What follows belongs to an exercise in optimizing a design on an open flow for small area; a production flow would make more cautious choices.
The RTL was checked by simulation tests, not by an equivalence proof against the original design.
Power is estimated from default activity; no workload was simulated.

## main
## master
module master(
    input clk,
    input rst,
    input btnM, input btnL, input btnR, input btnU, input btnD,
    input [7:0] sw,
    output [7:0] led,
    output [6:0] out,
    output [3:0] an
    );
Settings: LEC_CHECK=0, ABC_AREA=1, CAP_MARGIN=20, CORE_MARGIN=2, CORE_UTILIZATION=70, CTS_BUF_LIST=sky130_fd_sc_hd__clkbuf_8, CTS_CLUSTER_DIAMETER=60, CTS_CLUSTER_SIZE=16, SLEW_MARGIN=20, SYNTH_MEMORY_MAX_BITS=16384; clock period 10.0 ns.
standard.sh (not shown) runs the stock make flow with config.mk's settings and CLKGATE_MAP_FILE= SYNTH_SCRIPT=/design/flow/synth_recipe.tcl, a recipe that flattens the netlist after the stock synthesis.
==> flow/flow/run.sh <==
#!/bin/bash
# Own layout flow: the standard synthesis, then the combinational logic
# of its netlist is mapped again by ABC for area (flip-flops, their names and
# cell types are kept as the standard synthesis made them), then the standard flow's
# standard layout from floorplan to finish on that netlist, with the
# smallest buffer cell for the port buffers.
set -euo pipefail
W=$PWD
R=$W/orfs/results/${FLOW_PLATFORM:-sky130hd}/master/base
L=$W/orfs/logs/${FLOW_PLATFORM:-sky130hd}/master/base
YOSYS=$(command -v yosys || echo /OpenROAD-flow-scripts/tools/install/yosys/bin/yosys)
LIB=$FLOW_HOME/platforms/sky130hd/lib/sky130_fd_sc_hd__tt_025C_1v80.lib

bash standard.sh synth > $W/standard_synth.log 2>&1

# the don't-use cells that ORFS gave ABC
grep -o -- '-dont_use [A-Za-z0-9_]*' $L/1_2_yosys.log | sort -u | tr '\n' ' ' > $W/dont_use.txt || true
cp $R/1_2_yosys.v $W/1_2_yosys_standard.v

# three ABC runs with different random seeds, in parallel; keep the smallest
for s in 0 1 2; do
  REABC_IN=$W/1_2_yosys_standard.v REABC_OUT=$W/reabc$s.v REABC_LIB=$LIB \
  REABC_DONTUSE=$W/dont_use.txt REABC_SCRIPT=$W/flow/area$s.abc \
    $YOSYS -c $W/flow/reabc.tcl > $W/reabc$s.log 2>&1 &
done
wait
best=""; bestarea=""
for s in 0 1 2; do
  a=$(grep "Chip area for module" $W/reabc$s.v.after.stat | head -1 | awk '{print $NF}')
  echo "seed $s: $a" >> $W/reabc_choice.txt
  if [[ -z "$best" ]] || awk -v a="$a" -v b="$bestarea" 'BEGIN{exit !(a < b)}'; then
    best=$s; bestarea=$a
  fi
done
echo "chosen: seed $best ($bestarea)" >> $W/reabc_choice.txt
cp $W/reabc$best.v $R/1_2_yosys.v

# lay out the new netlist
rm -f $R/1_synth.odb $R/1_synth.sdc
touch $R/1_2_yosys.v
bash standard.sh finish "BUFFER_PORTS_ARGS=-buffer_cell sky130_fd_sc_hd__buf_1" > $W/standard_finish.log 2>&1
Other scripts of this flow, unchanged in this note and not shown: flow/flow/area0.abc, flow/flow/area1.abc, flow/flow/area2.abc, flow/flow/reabc.tcl
Having completed the whole flow, main delivered a layout that passed the timing, DRC and antenna checks.
## Diff of input files: the feature branch against main
-- flow/design.v --
<<< main, line 437
        k6 = 6'd38, k7 = 6'd39, k8 = 6'd40, k9 = 6'd41;
    localparam [447:0] GLYPHS = {
        7'bxxxxxxx,  
        7'bxxxxxxx,  
        7'bxxxxxxx,  
        7'bxxxxxxx,  
        7'bxxxxxxx,  
        7'bxxxxxxx,  
        7'bxxxxxxx,  
        7'bxxxxxxx,  
        7'bxxxxxxx,  
        7'bxxxxxxx,  
        7'bxxxxxxx,  
        7'bxxxxxxx,  
        7'bxxxxxxx,  
        7'bxxxxxxx,  
        7'bxxxxxxx,  
        7'bxxxxxxx,  
        7'bxxxxxxx,  
        7'bxxxxxxx,  
        7'bxxxxxxx,  
        7'bxxxxxxx,  
        7'bxxxxxxx,  
        7'bxxxxxxx,  
        7'b0011000,  
        7'b0000000,  
>>> the feature branch, line 437
        k6 = 6'd38, k7 = 6'd39, k8 = 6'd40, k9 = 6'd41;
    localparam [447:0] GLYPHS = {
        7'b1111111,  
        7'b1111111,  
        7'b1111111,  
        7'b1111111,  
        7'b1111111,  
        7'b1111111,  
        7'b1111111,  
        7'b1111111,  
        7'b1111111,  
        7'b1111111,  
        7'b1111111,  
        7'b1111111,  
        7'b1111111,  
        7'b1111111,  
        7'b1111111,  
        7'b1111111,  
        7'b1111111,  
        7'b1111111,  
        7'b1111111,  
        7'b1111111,  
        7'b1111111,  
        7'b1111111,  
        7'b0011000,  
        7'b0000000,  
<<< main, line 469
        7'b1111001,  
        7'b1111111,  
        7'bxxxxxxx,  
        7'bxxxxxxx,  
        7'bxxxxxxx,  
        7'bxxxxxxx,  
        7'bxxxxxxx,  
        7'bxxxxxxx,  
        7'b0110100,  
        7'b0010001,  
>>> the feature branch, line 469
        7'b1111001,  
        7'b1111111,  
        7'b1111111,  
        7'b1111111,  
        7'b1111111,  
        7'b1111111,  
        7'b1111111,  
        7'b1111111,  
        7'b0110100,  
        7'b0010001,  
## What came out
The feature branch vs main — global-route usage dropped 1.5 points.
Total wirelength of the detailed-routed design (the feature branch vs. main) decreases by a few percent
main has a lower met1 demand-to-capacity share in global routing than the feature branch.
Diff main -> the feature branch: area of the die +0.66%, total power of the final layout went up, post-route minimum period -0.44 ns.

[separate check: timing with driven ports]
Ports are ideal in the flow. The routed layouts listed here were re-timed in OpenROAD. Step 1 (the two cells are an assumption about what drives the block):
set clk [get_ports {clk}]
set_driving_cell -lib_cell sky130_fd_sc_hd__clkbuf_16 $clk
set_driving_cell -lib_cell sky130_fd_sc_hd__buf_2 [delete_from_list [all_inputs] $clk]
Step 2 moves the port delays by t, midway between the first and last clock arrival at a register: inputs arrive t later, outputs are due t later. That takes back most of the time a late clock gives input paths. Three values: ideal, step 1, step 2; two values: the first two.
run | t (ns) | setup WS [ns] | worst slew at a driven data input, ns | pins driven straight from the clock port
main | 0.635 | 2.305 / 2.305 / 2.305 | 0.04 | 1
the feature branch | 0.623 | 2.741 / 2.741 / 2.741 | 0.04 | 1
After both steps every run listed still meets setup and hold.
